From an optimization exercise on the open Yosys and OpenROAD flow, aimed at small area, a short achievable clock period and few clock cycles; shortcuts taken in it are not production practice. No functional check of the RTL was part of any run shown here.

$ cat design.v
module sdiv_sub32 (
    input  logic [31:0] a,
    input  logic [31:0] b,
    input  logic        cin,
    output logic [31:0] diff,
    output logic        ge
);
  logic [32:0] g [0:6];
  logic [32:0] p [0:6];
  logic [31:0] x;
  assign x = a ^ ~b;
  assign g[0][0] = cin;
  assign p[0][0] = 1'b0;
  genvar i, l;
  generate
    for (i = 0; i < 32; i = i + 1) begin : gen_gp
      assign g[0][i+1] = a[i] & ~b[i];
      assign p[0][i+1] = x[i];
    end
    for (l = 0; l < 6; l = l + 1) begin : gen_lvl
      for (i = 0; i < 33; i = i + 1) begin : gen_node
        if (((i >> l) & 1) == 1) begin : gen_op
          localparam integer J = ((i >> l) << l) - 1;
          assign g[l+1][i] = g[l][i] | (p[l][i] & g[l][J]);
          assign p[l+1][i] = p[l][i] & p[l][J];
        end else begin : gen_pass
          assign g[l+1][i] = g[l][i];
          assign p[l+1][i] = p[l][i];
        end
      end
    end
    for (i = 0; i < 32; i = i + 1) begin : gen_sum
      assign diff[i] = x[i] ^ g[6][i];
    end
  endgenerate
  assign ge = g[6][32];
endmodule
module std_sdiv_pipe #(
    parameter WIDTH = 32
) (
    input                           reset,
    input                           clk,
    input                           go,
    input  logic signed [WIDTH-1:0] left,
    input  logic signed [WIDTH-1:0] right,
    output logic signed [WIDTH-1:0] out_quotient,
    output logic signed [WIDTH-1:0] out_remainder,
    output logic                    done
);
  function automatic [5:0] clz32(input [31:0] x);
    logic [15:0] v1; logic [15:0]      c1;
    logic [7:0]  v2; logic [7:0][1:0]  c2;
    logic [3:0]  v4; logic [3:0][2:0]  c4;
    logic [1:0]  v8; logic [1:0][3:0]  c8;
    logic        v16; logic [4:0]      c16;
    integer i;
    begin
      for (i = 0; i < 16; i = i + 1) begin
        v1[i] = x[2*i+1] | x[2*i];
        c1[i] = ~x[2*i+1];
      end
      for (i = 0; i < 8; i = i + 1) begin
        v2[i] = v1[2*i+1] | v1[2*i];
        c2[i] = v1[2*i+1] ? {1'b0, c1[2*i+1]} : {1'b1, c1[2*i]};
      end
      for (i = 0; i < 4; i = i + 1) begin
        v4[i] = v2[2*i+1] | v2[2*i];
        c4[i] = v2[2*i+1] ? {1'b0, c2[2*i+1]} : {1'b1, c2[2*i]};
      end
      for (i = 0; i < 2; i = i + 1) begin
        v8[i] = v4[2*i+1] | v4[2*i];
        c8[i] = v4[2*i+1] ? {1'b0, c4[2*i+1]} : {1'b1, c4[2*i]};
      end
      v16 = v8[1] | v8[0];
      c16 = v8[1] ? {1'b0, c8[1]} : {1'b1, c8[0]};
      clz32 = v16 ? {1'b0, c16} : 6'd32;
    end
  endfunction
  localparam logic [1:0] IDLE = 2'd0, ALIGN = 2'd1, ITER = 2'd2, FIX = 2'd3;
  function automatic [31:0] shl_fill(input [31:0] x, input [4:0] amt, input f);
    logic [31:0] y;
    begin
      y = x;
      if (amt[0]) y = {y[30:0], f};
      if (amt[1]) y = {y[29:0], {2{f}}};
      if (amt[2]) y = {y[27:0], {4{f}}};
      if (amt[3]) y = {y[23:0], {8{f}}};
      if (amt[4]) y = {y[15:0], {16{f}}};
      shl_fill = y;
    end
  endfunction
  logic [1:0]  phase;
  logic [31:0] P, D, Q;
  logic [4:0]  cnt;
  logic        last, cin;
  logic        s, ls;
  wire        rs = s ^ ls;
  wire [31:0] abs_l = left[31] ? -left : left;
  wire [31:0] r_x = right ^ {32{right[31]}};
  wire        l_nz = |left;
  wire        r_nz = |right;
  wire        sgn = left[31] ^ right[31];
  wire [5:0]  clz_d = clz32(D);
  wire [5:0]  sh = (clz_d[5] ? 6'd31 : clz_d) - clz32(P);
  wire [31:0] diff;
  wire        ge;
  sdiv_sub32 u_sub (.a(P), .b(D), .cin(cin), .diff(diff), .ge(ge));
  wire        p_zero = (P == 32'd0);
  wire        skip = sh[5] | (s & ~ge);
  always_ff @(posedge clk) begin
    if (reset) begin
      phase <= IDLE;
      done <= 1'b0;
    end else begin
      done <= 1'b0;
      case (phase)
        IDLE: if (go) begin
          if (l_nz & r_nz) phase <= ALIGN;
          else done <= 1'b1;
        end
        ALIGN: if (!skip) phase <= ITER;
        else if (ls | s) phase <= FIX;
        else begin
          phase <= IDLE;
          done <= 1'b1;
        end
        ITER: if (last) begin
          if (ls | s) phase <= FIX;
          else begin
            phase <= IDLE;
            done <= 1'b1;
          end
        end
        FIX: begin
          phase <= IDLE;
          done <= 1'b1;
        end
      endcase
    end
  end
  always_ff @(posedge clk) begin
    case (phase)
      IDLE: if (go) begin
        P <= r_nz ? abs_l : left;
        D <= r_x;
        Q <= (l_nz & ~r_nz) ? (sgn ? 32'd1 : 32'hffffffff) : 32'd0;
        s <= sgn;
        ls <= left[31];
        cin <= ~right[31];
      end
      ALIGN: begin
        if (!sh[5]) D <= shl_fill(D, sh[4:0], rs);
        else if (!s) D <= 32'd0;
        if (s & ge) P <= diff;
        Q <= {32{s & ~skip}};
        cnt <= sh[4:0];
        last <= (sh[4:0] == 5'd0);
        cin <= ~(skip | rs);
      end
      ITER: begin
        if (ge) P <= diff;
        Q <= {Q[30:0], ge ^ s};
        if (!last) D <= {1'b0, D[31:1]};
        else if (!s) D <= 32'd0;
        cnt <= cnt - 5'd1;
        last <= (cnt == 5'd1);
        cin <= ~(last | rs);
      end
      FIX: begin
        if (!(s & p_zero)) P <= ls ? ~diff : diff;
      end
    endcase
  end
  assign out_quotient = Q;
  assign out_remainder = P;
endmodule
$ cat run.sh
#!/bin/bash
# synth_recipe.tcl (not shown) runs the flow's synth.tcl, then flattens the netlist and writes it again
# the make line also repeats each setting of config.mk as NAME=value (left out here)
make -C /OpenROAD-flow-scripts/flow DESIGN_CONFIG=/design/flow/config.mk WORK_HOME=/design/flow/orfs CLKGATE_MAP_FILE= SYNTH_SCRIPT=/design/flow/synth_recipe.tcl finish
$ cat config.mk
export PLATFORM = sky130hd
export DESIGN_NAME = std_sdiv_pipe
export DESIGN_NICKNAME = std_sdiv_pipe
export VERILOG_FILES = /design/flow/design.v
export SDC_FILE = /design/flow/constraint.sdc
export NUM_CORES = 4
export LEC_CHECK = 0
export ABC_AREA = 1
export CAP_MARGIN = 20
export CORE_MARGIN = 2
export CORE_UTILIZATION = 40
export PLACE_DENSITY = 0.6
export SLEW_MARGIN = 20
$ cat constraint.sdc
create_clock -name core_clock -period 6.0 [get_ports {clk}]
set_input_delay 1.2000 -clock core_clock [delete_from_list [all_inputs] [get_ports {clk}]]
set_output_delay 1.2000 -clock core_clock [all_outputs]
set_load 0.01 [all_outputs]
==> impl_metrics.py, run 1 <==
metrics = {
    "synth": {
        "ys_top_cells_by_count": "767 x nand2_1, 303 x nand3_1, 183 x inv_1, 143 x nor2_1, 123 x a21oi_1",
        "ys_types": 47,
        "synth_top_family_by_area": "simple AND/OR/NAND/NOR gates",
        "synth-edff-count": 105,
        "synth-seq-area-share": 0.265,
        "synth-async-reset-ratio": 0,
        "synth-simple-area-share": 0.442,
        "synth.area.top_cells": "edfxtp_1 26%, nand2_1 24%, nand3_1 13%, inv_1 5.7%, a21oi_1 5.1%",
        "yosys_warnings": 4,
        "synth_compound_area_frac": 0.117,
        "syn_area_sq_um": 12100,
        "netlist_instances": 2019,
        "synth_top_area_share": 0.260,
        "synthMuxAreaShare": 0,
        "syn-num-nets": 2140,
        "synth-seq-cells": 108,
        "synth_area_per_cell_sq_um": 6.01,
        "synthAdderAreaFrac": 0.0600,
        "yosys_most_used_dff": "edfxtp_1",
        "yosysTopAreaCell": "edfxtp_1",
        "synth.most_common_cell": "nand2_1",
        "synth_xor_area_frac": 0.0223,
    },
    "setup_path": {
        "regToRegStartpoint": "D[27]",
        "cpPeakStageDelay_ps": 810,
        "crit_path_end": "D[13]",
        "worstSetupStartpoint": "D[27]",
        "path_buf_inv": 5,
        "rr_endpoint": "D[13]",
        "cp.depth": 22,
        "cp_top_family": "simple AND/OR/NAND/NOR gates",
        "start_kind": "register",
        "critPathKind": "reg2reg",
        "ff2ff_path_depth": 22,
        "critPathMaxFanout": 33,
        "crit_slowest_cell": "clkinv_1",
        "cp.arrival_ps": 5120,
        "r2r_slack_ps": 1100,
        "path_cells": "inv_1 -> nand2_1 -> nor3_1 -> inv_1 -> nor2_1 -> nand2_1 -> inv_1 -> nor2_1 -> a22oi_1 -> ha_1 -> inv_1 -> fa_1 -> clkinv_1 -> nand3_1 -> nand3_1 -> nand2_1 -> nand2_1 -> nand3_1 -> nand2_1 -> nand2_1 -> nand3_1 -> a21oi_1",
        "crit_top_cell": "nand2_1",
        "crit_required_ps": 6220,
        "end_kind": "register",
    },
    "route": {
        "via_count": 13600,
        "viasPerCell": 5.48,
        "drc": 0,
        "wire_per_inst_microns": 17.6,
        "finalWirelength_microns": 43600,
        "ant_nets": 0,
        "dr.pass1.iters": 6,
        "dr.first_iter.drc_count": 1331,
    },
    "finish": {
        "fillers": 3126,
        "regArea_sq_um": 3210,
        "multi_input_area_sq_um": 7830,
        "layout.cells.non_filler": 2485,
        "nets": 2210,
        "drive_above_1_share": 0.0349,
        "final_cell_area_sq_um": 14100,
        "syn_to_final_growth_pct": 16.2,
        "post-route-util": 0.474,
    },
    "placed_design": {
        "gp_congestion": 0.980,
        "placed_cells": 2468,
        "pre_cts_ws_ps": 1370,
        "portBuffers": 131,
        "dp_hpwl_microns": 32000,
        "place_area_sq_um": 13800,
    },
    "timing": {
        "drv_slew": 0,
        "worst_pin_slew_ps": 1020,
        "fmax_mhz": 204,
        "slew_headroom": 0.317,
        "period_share": 0.816,
        "hold_viol": 0,
        "fin_hold_ws_ps": 563,
        "fin_skew_ps": 11.7,
        "finalSetupTns_ps": 0,
        "finalSetupViolCount": 0,
        "rsz0062_at_grt": "no",
        "fin_ws_ps": 1100,
        "min_period_ps": 4900,
    },
    "global_route": {
        "antenna_found_initial": 1,
        "grt_max_degree": 46,
        "grt_pass1_wl_microns": 68800,
        "grt_pass1_vias": 12700,
        "gr-total-overflow": 0,
        "grt_usage": 0.277,
    },
    "clock_network": {
        "cts_tree": "built",
        "clock_sinks": 108,
        "cts_hold_buf": 0,
        "cts.path.max_buffers": 2,
        "clkLatencyLatePin_ps": 380,
        "clk_pin_slew_worst_paths_ps": 90,
        "root_buffer": "clkbuf_16",
        "ctsHtreeMaxLevel": 3,
        "post_cts_resized": 0,
        "postCtsSetupBuffers": 0,
        "numCtsBuffers": 9,
    },
    "floorplanning": {
        "die_height_microns": 178,
        "coreArea_sq_um": 29700,
        "start_util": 0.408,
        "dieArea_sq_um": 31700,
        "die_w_microns": 178,
        "rows": 63,
        "io_pins": 132,
    },
    "hold_path": {
        "worstHoldPathType": "reg2reg",
        "hold_path_depth": 2,
    },
    "run_status": {
        "status": "timing/DRC/antenna clean",
    },
    "run": {
        "cap_violations": 0,
    },
}
[routing by layer]
metal / up-vias / wire [microns] / track usage
met5: - / 0 / 0
met4: 0 / 1300 / 0.0932
met2: 512 / 19900 / 0.447
met1: 6250 / 19400 / 0.380
met3: 78 / 3000 / 0.0384
li1: 6783 / - / -
[worst register-to-register path, stage by stage (launching register included)]
cell      delay (ps)
edfxtp_1         540
inv_1            210
nand2_1          100
nor3_1           260
inv_1             80
nor2_1           140
nand2_1          130
inv_1            120
nor2_1            50
a22oi_1          200
ha_1             190
inv_1             70
fa_1             540
clkinv_1         810
nand3_1          440
nand3_1          130
nand2_1          100
nand2_1           70
nand3_1          160
nand2_1           80
nand2_1           90
nand3_1           60
a21oi_1          180
[kinds of logic after synthesis]
kind of cell / count (synthesis)
AOI/OAI and AO/OA: 256
xor gates and xnor gates: 30
adders and majority gates: 54
buffers and inverters: 290
DFF: 108
and+or+nand+nor: 1281
[placed cells by master, fill, tap and decap left out, types with 21 or more instances in the layout]
| master | Yosys | final |
|---|---|---|
| inv_1 | 183 | 182 |
| ha_1 | 47 | 45 |
| nor3_1 | 24 | 24 |
| o21ai_0 | 73 | 73 |
| edfxtp_1 | 105 | 105 |
| clkdlybuf4s50_1 | 0 | 131 |
| a21oi_1 | 123 | 123 |
| nand3_1 | 303 | 303 |
| buf_4 | 1 | 27 |
| nand2_1 | 767 | 766 |
| a211oi_1 | 21 | 21 |
| nor2_1 | 143 | 141 |
[state kept, by name (all words and copies together), names as in the netlist]
name	flops
last	1
s	1
ls	1
Q	32
cin	1
D	32
P	32
phase	2
cnt	5
done	1
[area by class of cell]
| class | instances | share of cell area |
|---|---|---|
| Antenna cell | 1 | 0.000178 |
| Clock buffer | 9 | 0.0160 |
| Clock inverter | 7 | 0.00790 |
| Inverter | 191 | 0.0509 |
| Multi-Input combinational cell | 1621 | 0.555 |
| Sequential cell | 108 | 0.228 |
| Tap cell | 390 | 0.0346 |
| Timing Repair Buffer | 158 | 0.107 |
[worst min-delay path by stage]
stage	from	end	slack (ps)
final	phase[1]	phase[1]	560
after global routing	phase[1]	phase[1]	600
after CTS	phase[1]	phase[1]	550
after detailed placement	phase[1]	phase[1]	540
after global placement	phase[1]	phase[1]	530
after floorplan	phase[1]	phase[1]	490
==> run 2, diff against run 1 <==
--- a/config.mk
+++ b/config.mk
@@ -11,3 +11,4 @@
 export CORE_UTILIZATION = 40
 export PLACE_DENSITY = 0.6
+export SETUP_SLACK_MARGIN = 2.0
 export SLEW_MARGIN = 20
==> impl_metrics.py, run 2 <==
metrics = {
    "run_status": {
        "status": "timing/DRC/antenna clean",
    },
    "setup_path": {
        "rr_endpoint": "D[31]",
        "cpPeakStageDelay_ps": 600,
        "path_cells": "nor2_1 -> nand2_1 -> o21ai_1 -> nand2_1 -> a21oi_2 -> o21ai_2 -> a22oi_1 -> ha_2 -> inv_2 -> fa_2 -> buf_12 -> buf_4 -> clkinvlp_4 -> buf_4 -> nand3_1 -> nand3_1 -> nand3_1 -> nand2_1 -> o21ai_2 -> nand2_1 -> nand2_1 -> a21oi_1",
        "cp.arrival_ps": 4040,
        "path_buf_inv": 5,
        "start_kind": "register",
        "crit_required_ps": 6140,
        "r2r_slack_ps": 2100,
        "critPathMaxFanout": 8,
        "crit_top_cell": "nand2_1",
        "crit_slowest_cell": "fa_2",
        "cp.depth": 22,
        "ff2ff_path_depth": 22,
        "end_kind": "register",
        "critPathKind": "reg2reg",
        "regToRegStartpoint": "D[21]",
        "cp_top_family": "simple AND/OR/NAND/NOR gates",
    },
    "global_route": {
        "grt_max_degree": 82,
        "grt_pass1_wl_microns": 68800,
        "grt_usage": 0.278,
        "antenna_found_initial": 0,
        "grt_pass1_vias": 12600,
        "gr-total-overflow": 0,
    },
    "synth": {
        "ys_types": 47,
        "synth_top_area_share": 0.260,
        "synth.area.top_cells": "edfxtp_1 26%, nand2_1 24%, nand3_1 13%, inv_1 5.7%, a21oi_1 5.1%",
        "syn-num-nets": 2140,
        "synth.most_common_cell": "nand2_1",
        "synth-async-reset-ratio": 0,
        "yosys_warnings": 4,
        "synth-edff-count": 105,
        "ys_top_cells_by_count": "767 x nand2_1, 303 x nand3_1, 183 x inv_1, 143 x nor2_1, 123 x a21oi_1",
        "synth-seq-area-share": 0.265,
        "syn_area_sq_um": 12100,
        "synth_area_per_cell_sq_um": 6.01,
        "yosysTopAreaCell": "edfxtp_1",
        "yosys_most_used_dff": "edfxtp_1",
        "netlist_instances": 2019,
        "synth-seq-cells": 108,
    },
    "floorplanning": {
        "die_height_microns": 178,
        "die_w_microns": 178,
        "io_pins": 132,
        "rows": 63,
        "start_util": 0.408,
        "dieArea_sq_um": 31700,
        "coreArea_sq_um": 29700,
    },
    "clock_network": {
        "clkLatencyLatePin_ps": 380,
        "ctsHtreeMaxLevel": 3,
        "clk_pin_slew_worst_paths_ps": 90,
        "cts_tree": "built",
        "numCtsBuffers": 9,
        "root_buffer": "clkbuf_16",
        "clock_sinks": 108,
        "cts.path.max_buffers": 2,
        "cts_hold_buf": 0,
    },
    "finish": {
        "num_antenna_cells": 0,
        "fillers": 3100,
        "syn_to_final_growth_pct": 21.7,
        "layout.cells.non_filler": 2538,
        "nets": 2264,
        "layout_commonest_cell": "nand2_1",
        "reg_top3": "D (32), P (32), Q (32)",
        "layout_common_cells": "748 x nand2_1, 293 x nand3_1, 176 x inv_1",
        "drive_above_1_share": 0.0833,
    },
    "timing": {
        "fin_skew_ps": 13.2,
        "finalSetupTns_ps": 0,
        "period_share": 0.649,
        "slew_headroom": 0.335,
        "drv_slew": 0,
        "worst_pin_slew_ps": 995,
        "min_period_ps": 3900,
        "finalSetupViolCount": 0,
        "rsz0062_at_grt": "yes",
        "fmax_mhz": 257,
        "hold_viol": 0,
    },
    "route": {
        "ant_nets": 0,
        "finalWirelength_microns": 45300,
        "via_count": 14100,
        "drc": 0,
        "dr.pass1.iters": 6,
        "viasPerCell": 5.54,
        "dr.first_iter.drc_count": 1456,
        "wire_per_inst_microns": 17.9,
    },
    "placed_design": {
        "portBuffers": 131,
        "placed_cells": 2469,
        "dp_hpwl_microns": 31800,
        "gp_congestion": 0.935,
    },
    "hold_path": {
        "min-delay-start": "phase[1]",
        "worstHoldEndpoint": "phase[1]",
        "hold_path_depth": 2,
        "worstHoldPathType": "reg2reg",
    },
    "run": {
        "cap_violations": 0,
    },
}
run 2: cell counts after synthesis:
Identical to the previous run, type by type.
run 2: area by class of cell:
cell class	instances	area (sq um)	share of cell area
Clock buffer	9	225	0.0153
Clock inverter	7	60.1	0.00407
Timing Repair inverter	2	12.5	0.000848
Multi-Input combinational cell	1621	8000	0.542
Timing Repair Buffer	210	2030	0.137
Tap cell	390	488	0.0331
Sequential cell	108	3210	0.218
Inverter	191	724	0.0491
run 2: logic make-up (layout without fill, tap and decap cells):
| group | Yosys count | after routing | share of synthesized area |
|---|---|---|---|
| xor+xnor | 30 | 30 | 0.0223 |
| flops | 108 | 108 | 0.265 |
| compound gates | 256 | 256 | 0.117 |
| buf+inv | 290 | 419 | 0.0939 |
| simple gates | 1281 | 1281 | 0.442 |
| fa+ha+maj | 54 | 54 | 0.0600 |
run 2: worst max-delay path by stage:
stage / end / start / slack [ps]
floorplan: P[0] / D[0] / 2200
global placement: D[6] / D[27] / 1210
detailed placement: D[4] / D[26] / 1160
CTS: P[3] / D[0] / 2020
global route: D[4] / D[26] / 1940
finish: D[31] / D[21] / 2100
run 2: worst min-delay path, delay by kind of cell (launching register included):
kind	cells	cell delay [ps]
flip-flops	1	360
AND/OR/NAND/NOR	1	90
AO/OA/AOI/OAI	1	60
run 2: stage by stage:
| step | util | instance area [sq um] | setup slack, ps | hold WS (ps) |
|---|---|---|---|---|
| 4_1_cts | 0.477 | 14200 | 2020 | 544 |
| 3_5_place_dp | 0.463 | 13800 | 1160 | 533 |
| 3_3_place_gp | 0.463 | 13800 | 1210 | 534 |
| 2_1_floorplan | - | 12100 | 2200 | 486 |
| 5_1_grt | 0.497 | 14800 | 1940 | 591 |
| 6_report | 0.497 | 14800 | 2100 | 547 |
run 2: per-layer routing:
metal,part of all wire,track usage,up-vias
li1,-,-,6899
met1,0.43,0.383,6437
met2,0.46,0.446,642
met3,0.074,0.0379,91
met4,0.034,0.0960,0
met5,0,0,-
run 2: what timing repair did:
action	CTS	global route
endpoints found under the setup margin	67	100
resized for setup	10	69
cloned	1	4
endpoints found under the hold margin	0	0
buffers inserted	10	38
pin swaps	0	22
==> run 3, diff against run 2 <==
--- a/design.v
+++ b/design.v
@@ -32,4 +32,35 @@
     for (i = 0; i < 32; i = i + 1) begin : gen_sum
       assign diff[i] = x[i] ^ g[6][i];
+    end
+  endgenerate
+  assign ge = g[6][32];
+endmodule
+module sdiv_ge32 (
+    input  logic [31:0] a,
+    input  logic [31:0] b,
+    input  logic        cin,
+    output logic        ge
+);
+  logic [32:0] g [0:6];
+  logic [32:0] t [0:6];
+  assign g[0][0] = cin;
+  assign t[0][0] = 1'b0;
+  genvar i, l;
+  generate
+    for (i = 0; i < 32; i = i + 1) begin : gen_gt
+      assign g[0][i+1] = a[i] & ~b[i];
+      assign t[0][i+1] = a[i] | ~b[i];
+    end
+    for (l = 0; l < 6; l = l + 1) begin : gen_lvl
+      for (i = 0; i < 33; i = i + 1) begin : gen_node
+        if (((i >> l) & 1) == 1) begin : gen_op
+          localparam integer J = ((i >> l) << l) - 1;
+          assign g[l+1][i] = g[l][i] | (t[l][i] & g[l][J]);
+          assign t[l+1][i] = t[l][i] & t[l][J];
+        end else begin : gen_pass
+          assign g[l+1][i] = g[l][i];
+          assign t[l+1][i] = t[l][i];
+        end
+      end
     end
   endgenerate
@@ -93,5 +124,6 @@
   logic [31:0] P, D, Q;
   logic [4:0]  cnt;
-  logic        last, cin;
+  wire         last = (cnt == 5'd0);
+  logic        cin, skp;
   logic        s, ls;
   wire        rs = s ^ ls;
@@ -105,5 +137,7 @@
   wire [31:0] diff;
   wire        ge;
-  sdiv_sub32 u_sub (.a(P), .b(D), .cin(cin), .diff(diff), .ge(ge));
+  wire        ge_unused;
+  sdiv_sub32 u_sub (.a(P), .b(D), .cin(cin), .diff(diff), .ge(ge_unused));
+  sdiv_ge32 u_ge (.a(P), .b(D), .cin(cin), .ge(ge));
   wire        p_zero = (P == 32'd0);
   wire        skip = sh[5] | (s & ~ge);
@@ -153,7 +187,7 @@
         else if (!s) D <= 32'd0;
         if (s & ge) P <= diff;
-        Q <= {32{s & ~skip}};
+        Q <= {32{s}};
+        skp <= skip;
         cnt <= sh[4:0];
-        last <= (sh[4:0] == 5'd0);
         cin <= ~(skip | rs);
       end
@@ -164,9 +198,10 @@
         else if (!s) D <= 32'd0;
         cnt <= cnt - 5'd1;
-        last <= (cnt == 5'd1);
         cin <= ~(last | rs);
+        skp <= 1'b0;
       end
       FIX: begin
         if (!(s & p_zero)) P <= ls ? ~diff : diff;
+        if (skp) Q <= 32'd0;
       end
     endcase
--- a/config.mk
+++ b/config.mk
@@ -11,4 +11,4 @@
 export CORE_UTILIZATION = 40
 export PLACE_DENSITY = 0.6
-export SETUP_SLACK_MARGIN = 2.0
+export SETUP_SLACK_MARGIN = 2.5
 export SLEW_MARGIN = 20
==> impl_metrics.py, run 3 <==
metrics = {
    "clock_network": {
        "ctsHtreeMaxLevel": 3,
        "clk_pin_slew_worst_paths_ps": 100,
        "clock_sinks": 108,
        "root_buffer": "clkbuf_16",
        "cts_tree": "built",
        "clkLatencyLatePin_ps": 380,
        "cts.path.max_buffers": 2,
        "numCtsBuffers": 9,
    },
    "synth": {
        "yosys_warnings": 7,
        "synth-seq-area-share": 0.249,
        "synth_compound_area_frac": 0.109,
        "synth_top_area_share": 0.244,
        "netlist_instances": 2132,
        "synth-edff-count": 105,
        "synth.most_common_cell": "nand2_1",
        "synthAdderAreaFrac": 0.0849,
        "synthMuxAreaShare": 0,
        "ys_types": 45,
        "syn-num-nets": 2283,
        "synth-simple-area-share": 0.424,
        "synth_area_per_cell_sq_um": 6.05,
        "synth_xor_area_frac": 0.0263,
        "ys_top_cells_by_count": "710 x nand2_1, 345 x nand3_1, 267 x inv_1, 161 x nor2_1, 105 x edfxtp_1",
        "yosysTopAreaCell": "edfxtp_1",
        "synth.area.top_cells": "edfxtp_1 24%, nand2_1 21%, nand3_1 13%, inv_1 7.8%, ha_1 7.6%",
        "yosys_most_used_dff": "edfxtp_1",
        "synth-async-reset-ratio": 0,
        "synth-seq-cells": 108,
        "synth_top_family_by_area": "simple AND/OR/NAND/NOR gates",
        "syn_area_sq_um": 12900,
    },
    "timing": {
        "hold_viol": 0,
        "finalSetupTns_ps": 0,
        "period_share": 0.614,
        "fin_skew_ps": 16.9,
        "worst_pin_slew_ps": 1110,
        "finalSetupViolCount": 0,
        "fmax_mhz": 271,
        "rsz0062_at_grt": "yes",
        "slew_headroom": 0.262,
        "drv_slew": 0,
        "min_period_ps": 3690,
    },
    "finish": {
        "num_antenna_cells": 0,
        "layout_commonest_cell": "nand2_1",
        "reg_top3": "D (32), P (32), Q (32)",
        "final_cell_area_sq_um": 17500,
        "drive_above_1_share": 0.186,
        "nets": 2499,
        "syn_to_final_growth_pct": 35.3,
        "layout_common_cells": "667 x nand2_1, 255 x inv_1, 221 x nand3_1",
    },
    "setup_path": {
        "cpPeakStageDelay_ps": 590,
        "regToRegStartpoint": "D[25]",
        "worstSetupStartpoint": "D[25]",
        "end_kind": "register",
        "crit_slowest_cell": "edfxtp_1",
        "crit_top_cell": "nand3_2",
        "rr_endpoint": "D[29]",
        "cp_top_family": "simple AND/OR/NAND/NOR gates",
        "r2r_slack_ps": 2310,
        "start_kind": "register",
        "ff2ff_path_depth": 22,
        "crit_required_ps": 6250,
        "path_cells": "inv_1 -> nand4_1 -> inv_1 -> nand2_2 -> nor2_4 -> inv_2 -> nand4_1 -> nand2_1 -> inv_2 -> ha_4 -> fa_2 -> buf_8 -> buf_6 -> clkinvlp_4 -> buf_8 -> nand3_1 -> nand3_1 -> nand3_2 -> nand3_2 -> nand3_2 -> nand3_2 -> a21oi_2",
        "critPathKind": "reg2reg",
        "path_buf_inv": 8,
        "cp.arrival_ps": 3940,
        "critPathMaxFanout": 7,
    },
    "global_route": {
        "grt_usage": 0.296,
        "grt_pass1_vias": 14100,
        "grt_max_degree": 71,
        "grt_pass1_wl_microns": 77900,
        "gr-total-overflow": 0,
        "antenna_found_initial": 0,
    },
    "route": {
        "viasPerCell": 5.65,
        "dr.pass1.iters": 6,
        "drc": 0,
        "ant_nets": 0,
        "wire_per_inst_microns": 19.0,
        "via_count": 15600,
        "finalWirelength_microns": 52500,
        "dr.first_iter.drc_count": 1780,
    },
    "placed_design": {
        "dp_hpwl_microns": 35500,
        "place_area_sq_um": 14600,
        "gp_congestion": 0.950,
        "portBuffers": 131,
    },
    "run": {
        "cap_violations": 0,
    },
    "hold_path": {
        "worstHoldPathType": "reg2reg",
        "worstHoldEndpoint": "phase[1]",
        "hold_path_depth": 2,
        "min-delay-start": "phase[1]",
    },
    "floorplanning": {
        "start_util": 0.408,
        "coreArea_sq_um": 31600,
        "die_height_microns": 184,
        "dieArea_sq_um": 33700,
        "rows": 65,
        "die_w_microns": 184,
        "io_pins": 132,
    },
    "run_status": {
        "status": "timing/DRC/antenna clean",
    },
}
[run 3: worst max-delay path by stage]
stage	to	slack, ps	cells past startpoint
global route	D[30]	2200	26
global placement	D[4]	1240	23
floorplan	D[7]	2550	25
detailed placement	D[2]	1220	25
CTS	D[7]	2340	23
finish	D[29]	2310	22
[run 3: cell type report]
class / count / area [sq um]
timing repair buffer: 288 / 2860
clock buffer: 9 / 225
clock inverter: 7 / 72.6
timing repair inverter: 1 / 7.51
inverter: 273 / 1030
multi-input combinational: 1667 / 9540
tap: 402 / 503
sequential: 108 / 3210
fill: 3041 / 14200
[run 3: per-stage QoR]
step                      setup WS, ps  cells  hold slack (ps)   util
after detailed placement          1220   2600              524  0.460
after CTS                         2340   2687              539  0.507
after global placement            1240   2600              519  0.460
after floorplan                   2550   2132              482      -
final                             2310   2755              546  0.552
after global routing              2200   2755              579  0.552
[run 3: kinds of logic after synthesis]
family,count (synthesis)
DFF,108
buffers and inverters,359
and+or+nand+nor,1290
adders and majority gates,84
xor gates and xnor gates,37
AOI/OAI and AO/OA,254
[run 3: per-layer routing]
layer  share of wire  up-vias  track usage
met2            0.45      832        0.477
li1                -     7387            -
met4           0.038        0       0.0957
met5               0        -            0
met3           0.095      154       0.0475
met1            0.42     7205        0.405
[run 3: worst min-delay path: stages, from the launching register on]
cell and delay [ps]:
dfxtp_1 360, nand2_1 90, a21oi_1 50
[run 3: what timing repair did]
| item | 4_1_cts | 5_1_grt |
|---|---|---|
| hold endpoints to repair | 0 | 0 |
| endpoints found under the setup margin | 59 | 88 |
| pin swaps | 46 | 89 |
| setup buffers | 65 | 63 |
| gates resized for setup | 116 | 187 |
| cloned | 6 | 5 |
| hold buffers | 0 | 0 |
==> run 4, diff against run 3 <==
--- a/config.mk
+++ b/config.mk
@@ -11,4 +11,4 @@
 export CORE_UTILIZATION = 40
 export PLACE_DENSITY = 0.6
-export SETUP_SLACK_MARGIN = 2.5
+export SETUP_SLACK_MARGIN = 2.0
 export SLEW_MARGIN = 20
==> impl_metrics.py, run 4 <==
metrics = {
    "floorplanning": {
        "rows": 65,
        "die_height_microns": 184,
        "coreArea_sq_um": 31600,
        "dieArea_sq_um": 33700,
        "start_util": 0.408,
        "io_pins": 132,
        "die_w_microns": 184,
    },
    "synth": {
        "synth-async-reset-ratio": 0,
        "synth.area.top_cells": "edfxtp_1 24%, nand2_1 21%, nand3_1 13%, inv_1 7.8%, ha_1 7.6%",
        "synth-edff-count": 105,
        "synth_top_area_share": 0.244,
        "synth_compound_area_frac": 0.109,
        "synthAdderAreaFrac": 0.0849,
        "ys_top_cells_by_count": "710 x nand2_1, 345 x nand3_1, 267 x inv_1, 161 x nor2_1, 105 x edfxtp_1",
        "yosys_warnings": 7,
        "netlist_instances": 2132,
        "synth.most_common_cell": "nand2_1",
        "synth-simple-area-share": 0.424,
        "synthMuxAreaShare": 0,
        "synth_top_family_by_area": "simple AND/OR/NAND/NOR gates",
        "synth-seq-area-share": 0.249,
        "ys_types": 45,
        "synth_xor_area_frac": 0.0263,
        "yosys_most_used_dff": "edfxtp_1",
        "syn-num-nets": 2283,
        "yosysTopAreaCell": "edfxtp_1",
        "syn_area_sq_um": 12900,
        "synth_area_per_cell_sq_um": 6.05,
        "synth-seq-cells": 108,
    },
    "placed_design": {
        "gp_congestion": 0.970,
        "portBuffers": 131,
        "dp_hpwl_microns": 35400,
    },
    "clock_network": {
        "cts_tree": "built",
        "cts.path.max_buffers": 2,
        "clock_sinks": 108,
        "clkLatencyLatePin_ps": 380,
        "ctsHtreeMaxLevel": 3,
        "numCtsBuffers": 9,
        "clk_pin_slew_worst_paths_ps": 90,
        "root_buffer": "clkbuf_16",
    },
    "setup_path": {
        "cp.arrival_ps": 4010,
        "end_kind": "register",
        "start_kind": "register",
        "critPathKind": "reg2reg",
        "critPathMaxFanout": 16,
        "crit_required_ps": 6150,
        "ff2ff_path_depth": 24,
    },
    "global_route": {
        "gr-total-overflow": 0,
        "met2_usage": 0.448,
        "grt_pass1_wl_microns": 73400,
        "antenna_found_initial": 1,
        "gr-max-usage-layer": "met2",
        "grt_pass1_vias": 13300,
        "use_met3": 0.0402,
        "grt_max_degree": 71,
        "grt_usage": 0.276,
        "use_met1": 0.383,
    },
    "hold_path": {
        "hold_path_depth": 2,
        "worstHoldPathType": "reg2reg",
    },
    "timing": {
        "fin_skew_ps": 15.1,
        "drv_slew": 0,
        "slew_headroom": 0.302,
        "fmax_mhz": 259,
        "finalSetupViolCount": 0,
        "worst_pin_slew_ps": 1050,
        "finalSetupTns_ps": 0,
        "rsz0062_at_grt": "yes",
        "min_period_ps": 3860,
        "hold_viol": 0,
        "period_share": 0.643,
    },
    "finish": {
        "layout_common_cells": "704 x nand2_1, 342 x nand3_1, 265 x inv_1",
        "layout_commonest_cell": "nand2_1",
        "drive_above_1_share": 0.0646,
        "num_antenna_cells": 0,
        "nets": 2405,
        "reg_top3": "D (32), P (32), Q (32)",
        "fillers": 3306,
        "syn_to_final_growth_pct": 19.5,
        "post-route-util": 0.487,
    },
    "route": {
        "dr.pass1.iters": 7,
        "viasPerCell": 5.51,
        "wire_per_inst_microns": 17.9,
        "ant_nets": 0,
        "drc": 0,
        "dr.first_iter.drc_count": 1625,
        "via_count": 14700,
        "finalWirelength_microns": 47600,
    },
    "run": {
        "cap_violations": 0,
    },
    "run_status": {
        "status": "timing/DRC/antenna clean",
    },
}
==> run 4: final timing paths <==
kind	to	start	slack [ps]
setup / recovery	D[6]	D[30]	2140
hold reg to reg	phase[1]	phase[1]	550
setup reg to reg	D[6]	D[30]	2140
hold / removal	phase[1]	phase[1]	550
==> run 4: routing by layer <==
metal	vias up	share of wire
li1	7203	-
met1	6719	0.44
met2	652	0.45
met3	82	0.078
met4	0	0.026
met5	-	0
==> run 4: repair_timing <==
item                       CTS  global route
pin swaps                    1             5
gates cloned                 1             2
resized for setup           18            28
hold buffers                 0             0
setup endpoints to repair   34            37
setup buffers                1            40
==> run 4: kinds of logic after synthesis <==
logic type,after synthesis
simple gates,1290
flops,108
fa+ha+maj,84
compound gates,254
xor+xnor,37
buf+inv,359
==> run 4: critical path: stages (launching register included) <==
cell and delay [ps]:
edfxtp_1 440, inv_2 110, nand2_1 110, nor3_4 200
nand4_1 160, inv_1 100, nand2_1 100, nor2_4 140
inv_1 90, nand4_1 100, nand2_1 60, inv_1 50
ha_2 190, fa_2 530, clkinvlp_4 130, buf_12 150
nand3_1 110, nand3_1 100, nand2_1 80, o21ai_1 260
nand2_1 110, nand3_1 110, nand3_1 90, nand2_1 70
inv_1 30
==> run 4: area by class of cell <==
cell class / instances / area, sq um / share of cell area
clock buffers: 9 / 225 / 0.0146
clock inverters: 7 / 75.1 / 0.00487
inverters: 273 / 1030 / 0.0667
multi-input cells: 1666 / 8470 / 0.549
flip-flops and latches: 108 / 3210 / 0.208
well taps: 402 / 503 / 0.0326
repair buffers: 195 / 1900 / 0.123
repair inverters: 1 / 7.51 / 0.000487
==> run 4: stage by stage <==
step	cell area, sq um	setup slack [ps]	instances	hold slack, ps
after detailed placement	14500	1260	2601	526
after floorplan	12900	2330	2132	482
after global routing	15400	1940	2661	580
after CTS	14900	2000	2619	539
final	15400	2140	2661	546
after global placement	14500	1360	2601	510

[port drivers added, routing unchanged]
In the flow no input, the clock included, has a driving cell. The finished layouts below were timed again as built, in two steps. Step 1 (the two cells are an assumption about what drives the block):
set clk [get_ports {clk}]
set_driving_cell -lib_cell sky130_fd_sc_hd__clkbuf_16 $clk
set_driving_cell -lib_cell sky130_fd_sc_hd__buf_2 [delete_from_list [all_inputs] $clk]
Step 2 also shifts input and output timing later by t, the mid clock arrival at the registers, as if the neighbouring blocks saw the same clock. a / b / c = ideal / step 1 / step 2; a / b = the first two.
run | t (ns) | setup WS [ns] | worst slew at a driven data input, ns
run 1 | 0.424 | 1.102 / 1.102 / 1.102 | 0.07
run 2 | 0.424 | 2.103 / 2.103 / 1.960 | 0.07
run 3 | 0.428 | 2.314 / 2.314 / 2.219 | 0.04
run 4 | 0.424 | 2.139 / 2.139 / 2.061 | 0.05
After both steps setup and hold are still met in every run listed. For run 2, which loses most, drivers alone change the setup slack by 0.000 ns; drivers and shift together by -0.143 ns.
